Source: an optimization exercise on an open RTL-to-GDS flow (aim: small area and a short achievable clock period). Production flows keep margins and buffers that such runs may drop.
RTL that was checked went through simulation tests only; none was proved equivalent to the original.
Power and IR drop assume default switching activity.

// NEURON
module NEURON(Clock, SignA, SignB, SignC, SignD, ExponentA, ExponentB, ExponentC, ExponentD, MantissaA, MantissaB, MantissaC, MantissaD, SignOut, ExponentOut, MantissaOut, SignOut1, ExponentOut1, MantissaOut1, SignOut2, ExponentOut2, MantissaOut2);
Size in the first run: about 91 flip-flops, ~85 I/O pins, roughly 7000 um^2 of cells after synthesis.
export LEC_CHECK = 0
export CAP_MARGIN = 20
export CORE_MARGIN = 2
export CORE_UTILIZATION = 40
export SLEW_MARGIN = 20
create_clock -name core_clock -period 11.0 [get_ports {Clock}]
standard.sh (not shown) runs the stock make flow with config.mk's settings and CLKGATE_MAP_FILE= SYNTH_SCRIPT=/design/flow/synth_recipe.tcl, a recipe that flattens the netlist after the stock synthesis.
==> flow/flow/run.sh <==
#!/bin/bash
# The standard layout, with plain buf_2 cells as port buffers and timing
# repair aiming below the clock period (paths with less than SETUP_SLACK_MARGIN
# ns of slack are repaired).
set -euo pipefail
export BUFFER_PORTS_ARGS="-buffer_cell sky130_fd_sc_hd__buf_2"
export SETUP_SLACK_MARGIN=7.0
bash standard.sh > standard_flow.log 2>&1
Edit:
--- a/flow/design.v
+++ b/flow/design.v
@@ -78,28 +78,27 @@
 wire e1_gt = xd[6];
 wire e2_gt = yd[6];
 wire [5:0] ediff = e1_gt ? ~yd[5:0] : ~xd[5:0];
 wire [3:0] dsat = ediff[3:0] | {4{ediff[5] | ediff[4]}};
 wire [11:0] p1, p2;
 MUL6 mul1 (r_ma, r_mb, p1);
 MUL6 mul2 (r_mc, r_md, p2);
 reg [3:0] r_d;           
-reg [11:0] r_x, r_y;
-reg [3:0] r_amt;
-reg r_swp;
+reg [11:0] r_p1, r_p2;   
+reg [3:0] r_sh1, r_sh2;  
 always @(posedge Clock) begin
   r_d <= dsat;
-  r_x <= e2_gt ? p1 : p2;
-  r_y <= e2_gt ? p2 : p1;
-  r_amt <= r_d & {4{e1_gt | e2_gt}};
-  r_swp <= e2_gt;
-end
-wire [11:0] ma = r_y;
-wire [11:0] mb = r_x >> r_amt;
+  r_p1 <= p1;
+  r_p2 <= p2;
+  r_sh1 <= r_d & {4{e2_gt}};
+  r_sh2 <= r_d & {4{e1_gt}};
+end
+wire [11:0] ma = r_p1 >> r_sh1;
+wire [11:0] mb = r_p2 >> r_sh2;
 wire same = r_t1 ~^ r_t2;
 wire inv = ~same;
 wire [11:0] bb = mb ^ {12{inv}};
 wire [11:0] p = ma ^ bb;
 wire [11:0] g = ma & bb;
 wire g10 = g[1] | p[1] & g[0],    p10 = p[1] & p[0];
 wire g32 = g[3] | p[3] & g[2],    p32 = p[3] & p[2];
 wire g54 = g[5] | p[5] & g[4],    p54 = p[5] & p[4];
@@ -124,48 +123,46 @@
 assign cc[9]  = g80 | p80 & ci;
 assign cc[10] = g90 | p90 & ci;
 assign cc[11] = ga0 | pa0 & ci;
 wire flip = inv & ~gb0;
 wire [5:0] su = p[11:6] ^ cc[11:6];
 wire [5:0] m = su ^ {6{flip}};
 wire c = gb0;
 wire [11:0] kl = ma | mb;
-wire zsub = p50 & p[6] & p[7] & pb8;    
-wire z = inv ? zsub : (~p[0] & (p[11:1] == kl[10:0]));
-wire ta = r_swp ? r_t2 : r_t1;   
-wire tb = r_swp ? r_t1 : r_t2;   
-wire s = same ? r_t1 : ((c | (r_swp & zsub)) ? ta : tb);
+wire z = inv ? (p50 & p[6] & p[7] & pb8) : (~p[0] & (p[11:1] == kl[10:0]));
+wire s = (same | c) ? r_t1 : r_t2;
 wire [5:0] E = e1_gt ? r_e1 : r_e2;
 wire ge33 = (r_e1[5] & |r_e1[4:0]) | (r_e2[5] & |r_e2[4:0]);
 wire ge32 = r_e1[5] | r_e2[5];
 wire ge31 = ge32 | (&r_e1[4:0]) | (&r_e2[4:0]);
 wire ge30 = ge32 | (&r_e1[4:1]) | (&r_e2[4:1]);
 wire ge29 = ge32 | (&r_e1[4:2] & (r_e1[1] | r_e1[0])) | (&r_e2[4:2] & (r_e2[1] | r_e2[0]));
 wire ge28 = ge32 | (&r_e1[4:2]) | (&r_e2[4:2]);
 wire e0 = ~|{r_e1, r_e2};
 reg q_s, q_sn, q_zero, q_ge33, q_ge32, q_eq31, q_eq30, q_eq29, q_eq28;
 reg [5:0] q_m;
+reg q_m432, q_m54;      
 reg [4:0] q_e;
 always @(posedge Clock) begin
   q_s <= s;
   q_sn <= ~s;
   q_m <= m;
+  q_m432 <= &m[4:2];
+  q_m54 <= &m[5:4];
   q_e <= E[4:0];
   q_zero <= ~s & e0 & z;
   q_ge33 <= ge33;
   q_ge32 <= ge32;
   q_eq31 <= ge31 & ~ge32;
   q_eq30 <= ge30 & ~ge31;
   q_eq29 <= ge29 & ~ge30;
   q_eq28 <= ge28 & ~ge29;
 end
 wire q_m5 = q_m[5];
-wire q_m432 = &q_m[4:2];
-wire q_m54 = &q_m[5:4];
 wire zero = q_zero;
 wire eq32 = q_ge32 & ~q_ge33;
 reg [4:0] te; reg [5:0] tm;
 always @* begin
   if (zero) begin te = 5'b00000; tm = 6'b000000; end
   else if (q_ge32) begin te = 5'b01111; tm = 6'b000000; end
   else if (q_eq31 & q_m5) begin te = 5'b01110; tm = 6'b111000; end
   else if (q_eq31) begin te = 5'b01110; tm = 6'b101100; end
Outcome: The new run finished with timing, DRC and antenna clean. Critical path depth rises by 1. Die area is higher by 3.3%. Design area goes up by 3.3%. Hold slack improved by 0.0065 ns. Global-route usage goes down by 1.3 points. Synthesized cell count climbs by 5.4%. Clock-buffer cell count came out lower by 1. Combinational power goes up by about 20%. Worst setup slack is better by 0.048 ns. Routed wire length increases by 0.66%.
The RTL of the second run of this note was laid out without a check of its function.

---

The RTL this note starts from:
==> flow/design.v <==
`timescale 1ns / 1ps
module MUL6_FA (input a, input b, input c, output s, output co);
  assign s = a ^ b ^ c;
  assign co = (a & b) | (a & c) | (b & c);
endmodule
module MUL6_HA (input a, input b, output s, output co);
  assign s = a ^ b;
  assign co = a & b;
endmodule
module MUL6 (input [5:0] a, input [5:0] b, output [11:0] p);
  wire [5:0] pp [0:5];
  genvar i, j;
  generate
    for (i = 0; i < 6; i = i + 1) begin : gi
      for (j = 0; j < 6; j = j + 1) begin : gj
        assign pp[i][j] = a[i] & b[j];
      end
    end
  endgenerate
  wire s1_4, c1_4, s1_5a, c1_5a, s1_5b, c1_5b, s1_6a, c1_6a, s1_6b, c1_6b, s1_7, c1_7;
  MUL6_HA h14 (pp[0][4], pp[1][3], s1_4, c1_4);
  MUL6_FA f15 (pp[0][5], pp[1][4], pp[2][3], s1_5a, c1_5a);
  MUL6_HA h15 (pp[3][2], pp[4][1], s1_5b, c1_5b);
  MUL6_FA f16 (pp[1][5], pp[2][4], pp[3][3], s1_6a, c1_6a);
  MUL6_HA h16 (pp[4][2], pp[5][1], s1_6b, c1_6b);
  MUL6_FA f17 (pp[2][5], pp[3][4], pp[4][3], s1_7, c1_7);
  wire s2_3, c2_3, s2_4, c2_4, s2_5, c2_5, s2_6, c2_6, s2_7, c2_7, s2_8, c2_8;
  MUL6_HA h23 (pp[0][3], pp[1][2], s2_3, c2_3);
  MUL6_FA f24 (pp[2][2], pp[3][1], pp[4][0], s2_4, c2_4);
  MUL6_FA f25 (pp[5][0], c1_4, s1_5a, s2_5, c2_5);
  MUL6_FA f26 (c1_5a, c1_5b, s1_6a, s2_6, c2_6);
  MUL6_FA f27 (pp[5][2], c1_6a, c1_6b, s2_7, c2_7);
  MUL6_FA f28 (pp[3][5], pp[4][4], pp[5][3], s2_8, c2_8);
  wire s3_2, c3_2, s3_3, c3_3, s3_4, c3_4, s3_5, c3_5, s3_6, c3_6, s3_7, c3_7, s3_8, c3_8, s3_9, c3_9;
  MUL6_HA h32 (pp[0][2], pp[1][1], s3_2, c3_2);
  MUL6_FA f33 (pp[2][1], pp[3][0], s2_3, s3_3, c3_3);
  MUL6_FA f34 (s1_4, c2_3, s2_4, s3_4, c3_4);
  MUL6_FA f35 (s1_5b, c2_4, s2_5, s3_5, c3_5);
  MUL6_FA f36 (s1_6b, c2_5, s2_6, s3_6, c3_6);
  MUL6_FA f37 (s1_7, c2_6, s2_7, s3_7, c3_7);
  MUL6_FA f38 (c1_7, c2_7, s2_8, s3_8, c3_8);
  MUL6_FA f39 (pp[4][5], pp[5][4], c2_8, s3_9, c3_9);
  wire [11:0] r0 = {1'b0, pp[5][5], s3_9, s3_8, s3_7, s3_6, s3_5, s3_4, s3_3, s3_2, pp[0][1], pp[0][0]};
  wire [11:0] r1 = {1'b0, c3_9, c3_8, c3_7, c3_6, c3_5, c3_4, c3_3, c3_2, pp[2][0], pp[1][0], 1'b0};
  assign p[0] = r0[0];
  assign p[11:1] = r0[11:1] + r1[11:1];
endmodule
`timescale 1ns / 1ps
module NEURON(Clock, SignA, SignB, SignC, SignD, ExponentA, ExponentB, ExponentC, ExponentD, MantissaA, MantissaB, MantissaC, MantissaD, SignOut, ExponentOut, MantissaOut, SignOut1, ExponentOut1, MantissaOut1, SignOut2, ExponentOut2, MantissaOut2);
input Clock;
input SignA;
input SignB;
input SignC;
input SignD;
input [4:0] ExponentA;
input [4:0] ExponentB;
input [4:0] ExponentC;
input [4:0] ExponentD;
input [5:0] MantissaA;
input [5:0] MantissaB;
input [5:0] MantissaC;
input [5:0] MantissaD;
output SignOut, SignOut1, SignOut2;
output [4:0] ExponentOut, ExponentOut1, ExponentOut2;
output [5:0] MantissaOut, MantissaOut1, MantissaOut2;
reg [5:0] r_ma, r_mb, r_mc, r_md;
reg [5:0] r_e1, r_e2;    
reg r_t1, r_t2;          
always @(posedge Clock) begin
  r_ma <= MantissaA; r_mb <= MantissaB; r_mc <= MantissaC; r_md <= MantissaD;
  r_e1 <= ExponentA + ExponentB;
  r_e2 <= ExponentC + ExponentD;
  r_t1 <= SignA ~^ SignB;
  r_t2 <= SignC ~^ SignD;
end
wire [6:0] xd = {1'b0, r_e1} + {1'b0, ~r_e2};
wire [6:0] yd = {1'b0, r_e2} + {1'b0, ~r_e1};
wire e1_gt = xd[6];
wire e2_gt = yd[6];
wire [5:0] ediff = e1_gt ? ~yd[5:0] : ~xd[5:0];
wire [3:0] dsat = ediff[3:0] | {4{ediff[5] | ediff[4]}};
wire [11:0] p1, p2;
MUL6 mul1 (r_ma, r_mb, p1);
MUL6 mul2 (r_mc, r_md, p2);
reg [3:0] r_d;           
reg [11:0] r_x, r_y;
reg [3:0] r_amt;
reg r_swp;
always @(posedge Clock) begin
  r_d <= dsat;
  r_x <= e2_gt ? p1 : p2;
  r_y <= e2_gt ? p2 : p1;
  r_amt <= r_d & {4{e1_gt | e2_gt}};
  r_swp <= e2_gt;
end
wire [11:0] ma = r_y;
wire [11:0] mb = r_x >> r_amt;
wire same = r_t1 ~^ r_t2;
wire inv = ~same;
wire [11:0] bb = mb ^ {12{inv}};
wire [11:0] p = ma ^ bb;
wire [11:0] g = ma & bb;
wire g10 = g[1] | p[1] & g[0],    p10 = p[1] & p[0];
wire g32 = g[3] | p[3] & g[2],    p32 = p[3] & p[2];
wire g54 = g[5] | p[5] & g[4],    p54 = p[5] & p[4];
wire g76 = g[7] | p[7] & g[6],    p76 = p[7] & p[6];
wire g98 = g[9] | p[9] & g[8],    p98 = p[9] & p[8];
wire gba = g[11] | p[11] & g[10], pba = p[11] & p[10];
wire g30 = g32 | p32 & g10,       p30 = p32 & p10;
wire g74 = g76 | p76 & g54,       p74 = p76 & p54;
wire gb8 = gba | pba & g98,       pb8 = pba & p98;
wire g50 = g54 | p54 & g30,       p50 = p54 & p30;
wire g70 = g74 | p74 & g30,       p70 = p74 & p30;
wire gb0 = gb8 | pb8 & g70;        
wire g60 = g[6] | p[6] & g50,     p60 = p[6] & p50;
wire g80 = g[8] | p[8] & g70,     p80 = p[8] & p70;
wire g90 = g98 | p98 & g70,       p90 = p98 & p70;
wire ga0 = g[10] | p[10] & g90,   pa0 = p[10] & p90;
wire ci = inv & gb0;
wire [11:6] cc;
assign cc[6]  = g50 | p50 & ci;
assign cc[7]  = g60 | p60 & ci;
assign cc[8]  = g70 | p70 & ci;
assign cc[9]  = g80 | p80 & ci;
assign cc[10] = g90 | p90 & ci;
assign cc[11] = ga0 | pa0 & ci;
wire flip = inv & ~gb0;
wire [5:0] su = p[11:6] ^ cc[11:6];
wire [5:0] m = su ^ {6{flip}};
wire c = gb0;
wire [11:0] kl = ma | mb;
wire zsub = p50 & p[6] & p[7] & pb8;    
wire z = inv ? zsub : (~p[0] & (p[11:1] == kl[10:0]));
wire ta = r_swp ? r_t2 : r_t1;   
wire tb = r_swp ? r_t1 : r_t2;   
wire s = same ? r_t1 : ((c | (r_swp & zsub)) ? ta : tb);
wire [5:0] E = e1_gt ? r_e1 : r_e2;
wire ge33 = (r_e1[5] & |r_e1[4:0]) | (r_e2[5] & |r_e2[4:0]);
wire ge32 = r_e1[5] | r_e2[5];
wire ge31 = ge32 | (&r_e1[4:0]) | (&r_e2[4:0]);
wire ge30 = ge32 | (&r_e1[4:1]) | (&r_e2[4:1]);
wire ge29 = ge32 | (&r_e1[4:2] & (r_e1[1] | r_e1[0])) | (&r_e2[4:2] & (r_e2[1] | r_e2[0]));
wire ge28 = ge32 | (&r_e1[4:2]) | (&r_e2[4:2]);
wire e0 = ~|{r_e1, r_e2};
reg q_s, q_sn, q_zero, q_ge33, q_ge32, q_eq31, q_eq30, q_eq29, q_eq28;
reg [5:0] q_m;
reg [4:0] q_e;
always @(posedge Clock) begin
  q_s <= s;
  q_sn <= ~s;
  q_m <= m;
  q_e <= E[4:0];
  q_zero <= ~s & e0 & z;
  q_ge33 <= ge33;
  q_ge32 <= ge32;
  q_eq31 <= ge31 & ~ge32;
  q_eq30 <= ge30 & ~ge31;
  q_eq29 <= ge29 & ~ge30;
  q_eq28 <= ge28 & ~ge29;
end
wire q_m5 = q_m[5];
wire q_m432 = &q_m[4:2];
wire q_m54 = &q_m[5:4];
wire zero = q_zero;
wire eq32 = q_ge32 & ~q_ge33;
reg [4:0] te; reg [5:0] tm;
always @* begin
  if (zero) begin te = 5'b00000; tm = 6'b000000; end
  else if (q_ge32) begin te = 5'b01111; tm = 6'b000000; end
  else if (q_eq31 & q_m5) begin te = 5'b01110; tm = 6'b111000; end
  else if (q_eq31) begin te = 5'b01110; tm = 6'b101100; end
  else if (q_eq30) begin te = 5'b01110; tm = {5'b10000, ~q_s}; end
  else if (q_eq29) begin te = 5'b01101; tm = 6'b011000; end
  else if (q_eq28) begin te = 5'b01100; tm = 6'b011110; end
  else begin te = 5'b01011; tm = 6'b001000; end
end
reg [4:0] se; reg [5:0] sm;
always @* begin
  if (zero) begin se = 5'b01110; sm = 6'b000000; end
  else if (q_sn) begin
    if (q_ge33) begin se = 5'b00000; sm = 6'b000000; end
    else if (eq32) begin se = 5'b01011; sm = 6'b000000; end
    else if (q_eq31 & q_m432) begin se = 5'b01100; sm = 6'b010000; end
    else if ((q_eq30 & q_m54) | q_eq31) begin se = 5'b01101; sm = 6'b000001; end
    else if (q_eq30) begin se = 5'b01101; sm = 6'b011000; end
    else begin se = 5'b01101; sm = 6'b110100; end
  end else begin
    if (q_ge33) begin se = 5'b01111; sm = 6'b000000; end
    else if (eq32) begin se = 5'b01110; sm = 6'b111010; end
    else if (q_eq31 & q_m432) begin se = 5'b01110; sm = 6'b110000; end
    else if ((q_eq30 & q_m54) | q_eq31) begin se = 5'b01110; sm = 6'b100000; end
    else if (q_eq30) begin se = 5'b01110; sm = 6'b010100; end
    else begin se = 5'b01110; sm = 6'b000110; end
  end
end
assign SignOut = q_s;
assign ExponentOut = te;
assign MantissaOut = tm;
assign SignOut1 = 1'b1;
assign ExponentOut1 = se;
assign MantissaOut1 = sm;
assign SignOut2 = q_s;
assign ExponentOut2 = q_s ? q_e : 5'd0;
assign MantissaOut2 = q_s ? q_m : 6'd0;
endmodule
==> flow/config.mk <==
export PLATFORM = sky130hd
export DESIGN_NAME = NEURON
export DESIGN_NICKNAME = NEURON
export VERILOG_FILES = /design/flow/design.v
export SDC_FILE = /design/flow/constraint.sdc
export NUM_CORES = 4
export LEC_CHECK = 0
export CAP_MARGIN = 20
export CORE_MARGIN = 2
export CORE_UTILIZATION = 55
export CTS_BUF_LIST = sky130_fd_sc_hd__clkbuf_8
export SLEW_MARGIN = 20
==> flow/constraint.sdc <==
create_clock -name core_clock -period 11.0 [get_ports {Clock}]
set_input_delay 2.2000 -clock core_clock [delete_from_list [all_inputs] [get_ports {Clock}]]
set_output_delay 2.2000 -clock core_clock [all_outputs]
set_load 0.01 [all_outputs]
==> flow/flow/run.sh <==
#!/bin/bash
# The standard layout, with plain buf_1 cells as port buffers and timing
# repair aiming below the clock period (paths with less than SETUP_SLACK_MARGIN
# ns of slack are repaired).
set -euo pipefail
export BUFFER_PORTS_ARGS="-buffer_cell sky130_fd_sc_hd__buf_1"
export SETUP_SLACK_MARGIN=7.0
bash standard.sh > standard_flow.log 2>&1
Edit:
--- a/flow/design.v
+++ b/flow/design.v
@@ -84,16 +84,15 @@
 MUL6 mul2 (r_mc, r_md, p2);
 reg [3:0] r_d;           
-reg [11:0] r_x, r_y;
-reg [3:0] r_amt;
-reg r_swp;
+reg [11:0] r_p1, r_p2;   
+reg [3:0] r_sh1, r_sh2;  
 always @(posedge Clock) begin
   r_d <= dsat;
-  r_x <= e2_gt ? p1 : p2;
-  r_y <= e2_gt ? p2 : p1;
-  r_amt <= r_d & {4{e1_gt | e2_gt}};
-  r_swp <= e2_gt;
-end
-wire [11:0] ma = r_y;
-wire [11:0] mb = r_x >> r_amt;
+  r_p1 <= p1;
+  r_p2 <= p2;
+  r_sh1 <= r_d & {4{e2_gt}};
+  r_sh2 <= r_d & {4{e1_gt}};
+end
+wire [11:0] ma = r_p1 >> r_sh1;
+wire [11:0] mb = r_p2 >> r_sh2;
 wire same = r_t1 ~^ r_t2;
 wire inv = ~same;
@@ -130,9 +129,6 @@
 wire c = gb0;
 wire [11:0] kl = ma | mb;
-wire zsub = p50 & p[6] & p[7] & pb8;    
-wire z = inv ? zsub : (~p[0] & (p[11:1] == kl[10:0]));
-wire ta = r_swp ? r_t2 : r_t1;   
-wire tb = r_swp ? r_t1 : r_t2;   
-wire s = same ? r_t1 : ((c | (r_swp & zsub)) ? ta : tb);
+wire z = inv ? (p50 & p[6] & p[7] & pb8) : (~p[0] & (p[11:1] == kl[10:0]));
+wire s = (same | c) ? r_t1 : r_t2;
 wire [5:0] E = e1_gt ? r_e1 : r_e2;
 wire ge33 = (r_e1[5] & |r_e1[4:0]) | (r_e2[5] & |r_e2[4:0]);
@@ -145,4 +141,5 @@
 reg q_s, q_sn, q_zero, q_ge33, q_ge32, q_eq31, q_eq30, q_eq29, q_eq28;
 reg [5:0] q_m;
+reg q_m432, q_m54;      
 reg [4:0] q_e;
 always @(posedge Clock) begin
@@ -150,4 +147,6 @@
   q_sn <= ~s;
   q_m <= m;
+  q_m432 <= &m[4:2];
+  q_m54 <= &m[5:4];
   q_e <= E[4:0];
   q_zero <= ~s & e0 & z;
@@ -160,6 +159,4 @@
 end
 wire q_m5 = q_m[5];
-wire q_m432 = &q_m[4:2];
-wire q_m54 = &q_m[5:4];
 wire zero = q_zero;
 wire eq32 = q_ge32 & ~q_ge33;
Outcome:
- routed wire length falls by 1.1%
- first-iteration DRC count goes up by 9.4%
- clock power fell by 13%
- hold slack improves by 23 ps
- design area goes up by 2.9%
- setup slack gets better by 18 ps
- core utilization increases by 0.51 points
- critical path depth does not change
- non-clock buffer count goes up by 6
Only the layout flow was run in the second run of this note; the RTL was not checked for function there.

==> re-timing with driven ports <==
The flow's constraints put no driver on any port. The routed layouts listed below were extracted and timed again, unchanged, in two steps.
Step 1 assumes that a clkbuf_16 drives the clock port and a buf_2 every other input.
Step 2 times the ports against the registers' clock, not the clock port: input delays grow and output delays shrink by t, the midpoint of the rising clock arrivals with the driver on.
a / b / c = ideal ports / drivers / drivers and shift; a / b = the first two.
run | t (ns) | setup slack, ns | worst setup path at the end | worst register clock-pin slew, ns | cell pins on the clock port's net
the first run of note 1 | 0.381 | 7.113 / 7.075 / 7.271 | register to register | 0.07 / 0.07 | 1
the second run of note 1 | 0.382 | 7.161 / 7.121 / 7.331 | register to register | 0.07 / 0.07 | 1
the first run of note 2 | 0.399 | 7.136 / 7.101 / 7.244 | register to register | 0.09 / 0.09 | 1
the second run of note 2 | 0.405 | 7.154 / 7.119 / 7.218 | register to register | 0.09 / 0.09 | 1
After both steps every run listed still meets setup and hold.
